Source: an optimization exercise on an open RTL-to-GDS flow (aim: small area, a short achievable clock period and few clock cycles per item). Production flows keep margins and buffers that such runs may drop. RTL that was checked went through simulation tests only; none was proved equivalent to the original. Power is estimated from default activity; no workload was simulated.

==> flow/design.v (excerpt) <==
module CNC(
    clk,
    rst_n,
    IN_VALID,
    MODE,
    IN,
    OUT_VALID,
    OUT
    );
input           clk, rst_n, IN_VALID;
input   [ 1:0]  MODE;
input   [ 7:0]  IN;
output          OUT_VALID;
output  [16:0]  OUT;
reg        OUT_VALID;
reg [16:0] OUT;
reg p1, p2, p3, p4, p5;
reg mul, sub;
reg [4:0]  BO, BT, BN;  
reg [8:0]  X;      
reg [8:0]  S;      
reg [15:0] P;      
wire busy = p1 | p2 | p3;
wire [8:0] V = p4 ? S : {IN[7], IN};
wire       vneg = p3 & mul;
wire [10:0] Vx = {V[8], V, 1'b0};
wire [4:0] vo, vt, vn;
genvar k;
generate for (k = 0; k < 5; k = k + 1) begin : enc
    assign vo[k] = Vx[2*k+1] ^ Vx[2*k];
    assign vt[k] = (Vx[2*k+2] & ~Vx[2*k+1] & ~Vx[2*k]) | (~Vx[2*k+2] & Vx[2*k+1] & Vx[2*k]);
    assign vn[k] = (Vx[2*k+2] & ~(Vx[2*k+1] & Vx[2*k])) ^ (vneg & (vo[k] | vt[k]));
end endgenerate
wire       s_keep = p3 | (p2 & !mul);
wire       s_in   = !(p2 & !mul);
wire       s_neg  = p3 & sub;
wire [8:0] s_a    = s_keep ? S : 9'd0;
wire [8:0] s_b    = s_in ? ({IN[7], IN} ^ {9{s_neg}}) : 9'd0;
wire [8:0] s_next = s_a + s_b + s_neg;
reg         g;                                   
reg         a1en;                                
wire [16:0] A1 = a1en ? OUT : 17'd0;
    wire pp0_0 = ((BO[0] & X[0])) ^ BN[0];
    wire pp0_1 = ((BO[0] & X[1]) | (BT[0] & X[0])) ^ BN[0];
  ...
Settings: LEC_CHECK=0, CAP_MARGIN=20, CORE_MARGIN=2, CORE_UTILIZATION=65, SETUP_SLACK_MARGIN=3.8, SLEW_MARGIN=20, SYNTH_HIERARCHICAL=1, SYNTH_MINIMUM_KEEP_SIZE=0; clock period 7.5 ns.
standard.sh (not shown) runs the stock make flow with config.mk's settings and CLKGATE_MAP_FILE= SYNTH_SCRIPT=/design/flow/synth_recipe.tcl, a recipe that flattens the netlist after the stock synthesis.
==> flow/flow/run.sh <==
#!/bin/bash
set -euo pipefail
export BUFFER_PORTS_ARGS="-buffer_cell sky130_fd_sc_hd__buf_2"
bash standard.sh > flow_make.log 2>&1
Edit:
--- a/flow/design.v
+++ b/flow/design.v
@@ -16,26 +16,25 @@
 reg [16:0] OUT;
 reg p1, p2, p3, p4, p5;
 reg mul, sub;
 reg [4:0]  BO, BT, BN;  
 reg [8:0]  X;      
 reg [8:0]  S;      
 reg [15:0] P;      
 wire busy = p1 | p2 | p3;
 wire [8:0] V = p4 ? S : {IN[7], IN};
-wire       vneg = p3 & mul;
 wire [10:0] Vx = {V[8], V, 1'b0};
 wire [4:0] vo, vt, vn;
 genvar k;
 generate for (k = 0; k < 5; k = k + 1) begin : enc
     assign vo[k] = Vx[2*k+1] ^ Vx[2*k];
     assign vt[k] = (Vx[2*k+2] & ~Vx[2*k+1] & ~Vx[2*k]) | (~Vx[2*k+2] & Vx[2*k+1] & Vx[2*k]);
-    assign vn[k] = (Vx[2*k+2] & ~(Vx[2*k+1] & Vx[2*k])) ^ (vneg & (vo[k] | vt[k]));
+    assign vn[k] = Vx[2*k+2] & ~(Vx[2*k+1] & Vx[2*k]);
 end endgenerate
 wire       s_keep = p3 | (p2 & !mul);
 wire       s_in   = !(p2 & !mul);
 wire       s_neg  = p3 & sub;
 wire [8:0] s_a    = s_keep ? S : 9'd0;
 wire [8:0] s_b    = s_in ? ({IN[7], IN} ^ {9{s_neg}}) : 9'd0;
 wire [8:0] s_next = s_a + s_b + s_neg;
 reg         g;                                   
 reg         a1en;                                
@@ -303,19 +302,19 @@
     P[15:9] <= OUT[15:9];
     P[8:0]  <= p3 ? X + OUT[8:0] : OUT[8:0];
     BO  <= vo;
     BT  <= vt;
     BN  <= vn;
     S   <= s_next;
     if (!rst_n)          X <= 9'h001;
     else if (p1)         X <= mul ? 9'h001 : 9'h000;
     else if (p2)         X <= mul ? OUT[8:0] : (sub ? 9'h1ff : 9'h001);
-    else if (p3)         X <= mul ? OUT[8:0] : 9'h000;
+    else if (p3)         X <= mul ? -OUT[8:0] : 9'h000;
     else if (p4)         X <= mul ? P[8:0] : 9'h001;
     else                 X <= 9'h001;
 end
 always @(posedge clk) begin
     if (!(busy | p4 | p5)) begin
         mul <= MODE[1];
         sub <= MODE[0];
     end
 end
- The new run passed the timing, DRC and antenna checks
- hold slack got worse by 10 ps
- power fell by about 12%
- cell count stays flat
- final area fell by about 2.7%
- maximum frequency rose by 5.0%
- setup slack improved by 180 ps
- clock-buffer cell count fell by 1
- global-route usage rose by 1.2 points
- sequential cell count stays the same
- core utilization fell by 3.3 points
- first-iteration DRC count fell by about 4%
- area after synthesis rose by 3.5%
- via count rose by about 2.6%
- combinational power fell by 17%
Testbench counts after the change, summed over its fixed seeds: cycles 7,208, items 1,200.
Function not checked in the first run of this note: the RTL went through the layout flow alone.

## static timing again, ports no longer ideal
How much do the figures lean on ideal ports? The routed layouts below were timed once more, with nothing changed but the port constraints. Step 1 (the two cells are an assumption about what drives the block):
set clk [get_ports {clk}]
set_driving_cell -lib_cell sky130_fd_sc_hd__clkbuf_16 $clk
set_driving_cell -lib_cell sky130_fd_sc_hd__buf_2 [delete_from_list [all_inputs] $clk]
Step 2 adds t to the input delays and takes it off the output delays; t is the mean of the earliest and latest rising clock arrival at the registers after step 1. Input paths then give back, and output paths get back, about the clock's delay inside the block. Three values: ideal ports, drivers, drivers and shift; two values: the first two.
| run | t, ns | setup WS [ns] | latest minus earliest clock arrival (ns) |
|---|---|---|---|
| the first run | 0.395 | 3.742 / 3.742 / 3.742 | 0.016 / 0.015 |
| the second run | 0.403 | 3.922 / 3.922 / 3.922 | 0.008 / 0.008 |
After both steps every run listed still meets setup and hold.
